Background: an optimization exercise with open tools, aiming at small area. Do not read the settings as production practice. Function was checked by simulation only, so behaviour that the tests miss may differ from the original. No activity file was given, so power comes from the tool's default toggle rates.

==> flow/design.v <==
module rf_aoi222 (a1, a2, b1, b2, c1, c2, y);
	input a1, a2, b1, b2, c1, c2;
	output y;
	assign y = ~((a1 & a2) | (b1 & b2) | (c1 & c2));
endmodule
module rf_nand2 (a1, a2, y);
	input a1, a2;
	output y;
	assign y = ~(a1 & a2);
endmodule
module rf_or11n (n, y);
	input [10:0] n;
	output y;
	assign y = ~&n;
endmodule
module rf_hold (en, en_n, d, q, y);
	input en, en_n, d, q;
	output y;
	assign y = (en & d) | (en_n & q);
endmodule
module rf_rdbit (d, sel, y);
	input [31:1] d, sel;
	output y;
	wire [10:0] n;
	genvar g;
	generate
		for (g = 0; g < 10; g = g + 1) begin : grp
			rf_aoi222 u (.a1(d[3*g+1]), .a2(sel[3*g+1]), .b1(d[3*g+2]), .b2(sel[3*g+2]),
			             .c1(d[3*g+3]), .c2(sel[3*g+3]), .y(n[g]));
		end
	endgenerate
	rf_nand2 u31 (.a1(d[31]), .a2(sel[31]), .y(n[10]));
	rf_or11n uor (.n(n), .y(y));
endmodule
module regfile (r_data1, r_data2, clk, rst, r_reg1, r_reg2, w_reg, w_data, w_enable);
	output [31:0] r_data1, r_data2;
	input [31:0] w_data;
	input [4:0] r_reg1, r_reg2, w_reg;
	input clk, rst, w_enable;
	reg  [31:1] valid;
	wire [31:1] we, we_n, s1, s2;
	reg  [32*32-1:32] data;
	genvar i, j;
	generate
		for (i = 1; i < 32; i = i + 1) begin : r
			wire [31:0] dnext;
			assign we[i]   = w_enable && (w_reg == i);
			assign we_n[i] = ~we[i];
			always @(posedge clk or negedge rst)
				if (!rst)
					valid[i] <= 1'b0;
				else if (we[i])
					valid[i] <= 1'b1;
			for (j = 0; j < 32; j = j + 1) begin : b
				rf_hold h (.en(we[i]), .en_n(we_n[i]), .d(w_data[j]), .q(data[32*i+j]), .y(dnext[j]));
			end
			always @(posedge clk)
				data[32*i +: 32] <= dnext;
			assign s1[i] = valid[i] && (r_reg1 == i);
			assign s2[i] = valid[i] && (r_reg2 == i);
		end
		for (j = 0; j < 32; j = j + 1) begin : c
			wire [31:1] col;
			for (i = 1; i < 32; i = i + 1) begin : m
				assign col[i] = data[32*i+j];
			end
			rf_rdbit rd1 (.d(col), .sel(s1), .y(r_data1[j]));
			rf_rdbit rd2 (.d(col), .sel(s2), .y(r_data2[j]));
		end
	endgenerate
endmodule
Settings: LEC_CHECK=0, CAP_MARGIN=20, CORE_MARGIN=2, CORE_UTILIZATION=45, GPL_TIMING_DRIVEN=0, SETUP_SLACK_MARGIN=0.1, SLEW_MARGIN=20, SYNTH_HIERARCHICAL=1; clock period 5.0 ns.
standard.sh (not shown) runs the stock make flow with config.mk's settings and CLKGATE_MAP_FILE= SYNTH_SCRIPT=/design/flow/synth_recipe.tcl, a recipe that flattens the netlist after the stock synthesis.
==> flow/flow/run.sh <==
#!/bin/bash
# The standard layout (standard.sh), with two changes:
#  - port buffers use the smallest buffer (buf_1) instead of the resizer's choice;
#  - the clock tree uses clkbuf_8 with sink clusters of up to 14 flip-flops
#    within 80 um, and no dummy clock loads.
# All tool output goes to standard.log in this folder (ORFS's own per-step logs
# are kept under orfs/logs/).
set -euo pipefail
export BUFFER_PORTS_ARGS="-buffer_cell sky130_fd_sc_hd__buf_1"
export CTS_ARGS="-sink_clustering_enable -repair_clock_nets -dont_use_dummy_load -buf_list {sky130_fd_sc_hd__clkbuf_8} -sink_clustering_size 14 -sink_clustering_max_diameter 80"
bash standard.sh > standard.log 2>&1
The first run ran to the end with no violations.
Then changed:
==> flow/flow/run.sh (replaced) <==
#!/bin/bash
# The standard layout (standard.sh), with two changes:
#  - port buffers use the smallest buffer (buf_1) instead of the resizer's choice;
#  - the clock tree uses clkbuf_8 with sink clusters of up to 14 flip-flops
#    within 80 um, and no dummy clock loads;
#  - after global routing, gates off the critical paths are downsized
#    (ORFS's power recovery over all paths with positive slack).
# All tool output goes to standard.log in this folder (ORFS's own per-step logs
# are kept under orfs/logs/).
set -euo pipefail
export BUFFER_PORTS_ARGS="-buffer_cell sky130_fd_sc_hd__buf_1"
export CTS_ARGS="-sink_clustering_enable -repair_clock_nets -dont_use_dummy_load -buf_list {sky130_fd_sc_hd__clkbuf_8} -sink_clustering_size 14 -sink_clustering_max_diameter 80"
export RECOVER_POWER=100
bash standard.sh > standard.log 2>&1
- GPL_TIMING_DRIVEN: 0 -> unset
What happened: The changed run completed and failed the layout checks on capacitance limit, slew limit; global-route usage is higher by 0.77 points; routed wire length climbs by 2.5%; area after synthesis is unchanged; clock-buffer cell count stays the same; setup slack is worse by 76 ps; power stays flat.
Then changed:
==> flow/flow/run.sh (replaced) <==
#!/bin/bash
# The standard layout (standard.sh), with two changes:
#  - port buffers use the smallest buffer (buf_1) instead of the resizer's choice;
#  - the clock tree uses clkbuf_8 with sink clusters of up to 16 flip-flops
#    within 80 um, and no dummy clock loads.
# All tool output goes to standard.log in this folder (ORFS's own per-step logs
# are kept under orfs/logs/).
set -euo pipefail
export BUFFER_PORTS_ARGS="-buffer_cell sky130_fd_sc_hd__buf_1"
export CTS_ARGS="-sink_clustering_enable -repair_clock_nets -dont_use_dummy_load -buf_list {sky130_fd_sc_hd__clkbuf_8} -sink_clustering_size 16 -sink_clustering_max_diameter 80"
bash standard.sh > standard.log 2>&1
- CORE_UTILIZATION: 45 -> 52
Effect: The changed run finished clean; total power is lower slightly; global-route usage is higher by 5.1 points; hold slack got worse by 130 ps; final cell count is lower by a few percent.
Then changed:
==> flow/flow/run.sh (replaced) <==
#!/bin/bash
# The standard layout (standard.sh), with two changes:
#  - port buffers use the smallest buffer (buf_1) instead of the resizer's choice;
#  - the clock tree uses clkbuf_8 with sink clusters of up to 14 flip-flops
#    within 80 um, and no dummy clock loads;
#  - after global routing, gates off the critical paths are downsized
#    (ORFS's power recovery over all paths with positive slack).
# All tool output goes to standard.log in this folder (ORFS's own per-step logs
# are kept under orfs/logs/).
set -euo pipefail
export BUFFER_PORTS_ARGS="-buffer_cell sky130_fd_sc_hd__buf_1"
export CTS_ARGS="-sink_clustering_enable -repair_clock_nets -dont_use_dummy_load -buf_list {sky130_fd_sc_hd__clkbuf_8} -sink_clustering_size 14 -sink_clustering_max_diameter 80"
export RECOVER_POWER=100
bash standard.sh > standard.log 2>&1
- ABC_AREA: unset -> 1
- CORE_UTILIZATION: 52 -> 45
=> The new run ran to the end with violations: capacitance limit, slew limit. Hold slack gets better by 90 ps. Total power goes up by 1.9%. Clock-buffer cell count rises by 11. Design area increases by 32%.


// regfile: RTL as listed in full above, without the edits since
clock: 5.0 ns
lec_check: 0
cap_margin: 20
core_margin: 2
core_utilization: 45
setup_slack_margin: 0.1
slew_margin: 20
synth_hierarchical: 1
==> flow/flow/run.sh <==
#!/bin/bash
# The standard layout (standard.sh), with two changes:
#  - port buffers use the smallest buffer (buf_1) instead of the resizer's choice;
#  - the clock tree uses clkbuf_8 with sink clusters of up to 14 flip-flops
#    within 80 um, and no dummy clock loads.
# All tool output goes to standard.log in this folder (ORFS's own per-step logs
# are kept under orfs/logs/).
set -euo pipefail
export BUFFER_PORTS_ARGS="-buffer_cell sky130_fd_sc_hd__buf_1"
export CTS_ARGS="-sink_clustering_enable -repair_clock_nets -dont_use_dummy_load -buf_list {sky130_fd_sc_hd__clkbuf_8} -sink_clustering_size 14 -sink_clustering_max_diameter 80"
bash standard.sh > standard.log 2>&1
Rerun with:
==> flow/flow/run.sh (replaced) <==
#!/bin/bash
# The standard layout (standard.sh), with two changes:
#  - port buffers use the smallest buffer (buf_1) instead of the resizer's choice;
#  - the clock tree uses clkbuf_8 with sink clusters of up to 16 flip-flops
#    within 80 um, and no dummy clock loads.
# All tool output goes to standard.log in this folder (ORFS's own per-step logs
# are kept under orfs/logs/).
set -euo pipefail
export BUFFER_PORTS_ARGS="-buffer_cell sky130_fd_sc_hd__buf_1"
export CTS_ARGS="-sink_clustering_enable -repair_clock_nets -dont_use_dummy_load -buf_list {sky130_fd_sc_hd__clkbuf_8} -sink_clustering_size 16 -sink_clustering_max_diameter 80"
bash standard.sh > standard.log 2>&1
Effect: Die area stays the same. Hold slack gains 14 ps. Combinational power is about the same. Routed wire length barely changes. Total power is lower by 1.2%.

==> port drivers added, routing unchanged <==
No port has a modelled driver above. Below, the same layouts with a new extraction and two added sets of constraints.
Step 1: set_driving_cell puts a clkbuf_16 on clk and a buf_2 on each other input, an assumption about the parent block.
Step 2 times the ports against the registers' clock, not the clock port: input delays grow and output delays shrink by t, the midpoint of the rising clock arrivals with the driver on.
a / b / c = ideal / step 1 / step 2; a / b = the first two.
| run | t, ns | setup slack, ns | latest minus earliest clock arrival (ns) | slew at the worst register clock pin (ns) |
|---|---|---|---|---|
| the first run of note 1 | 0.801 | 0.158 / 0.127 / 0.127 | 0.086 / 0.086 | 0.11 / 0.11 |
| the second run of note 1 | 0.791 | 0.083 / 0.053 / -0.525 | 0.081 / 0.081 | 0.10 / 0.10 |
| the third run of note 1 | 0.778 | 0.029 / -0.003 / -0.003 | 0.086 / 0.086 | 0.11 / 0.11 |
| the fourth run of note 1 | 0.855 | 0.278 / 0.317 / -0.537 | 0.098 / 0.097 | 0.11 / 0.11 |
| the first run of note 2 | 0.790 | 0.149 / 0.123 / 0.123 | 0.089 / 0.088 | 0.10 / 0.10 |
| the second run of note 2 | 0.784 | 0.116 / 0.090 / 0.090 | 0.083 / 0.083 | 0.12 / 0.12 |
The setup slack of the fourth run of note 1, which loses most, moves by +0.039 ns with the drivers and by -0.815 ns with both steps.
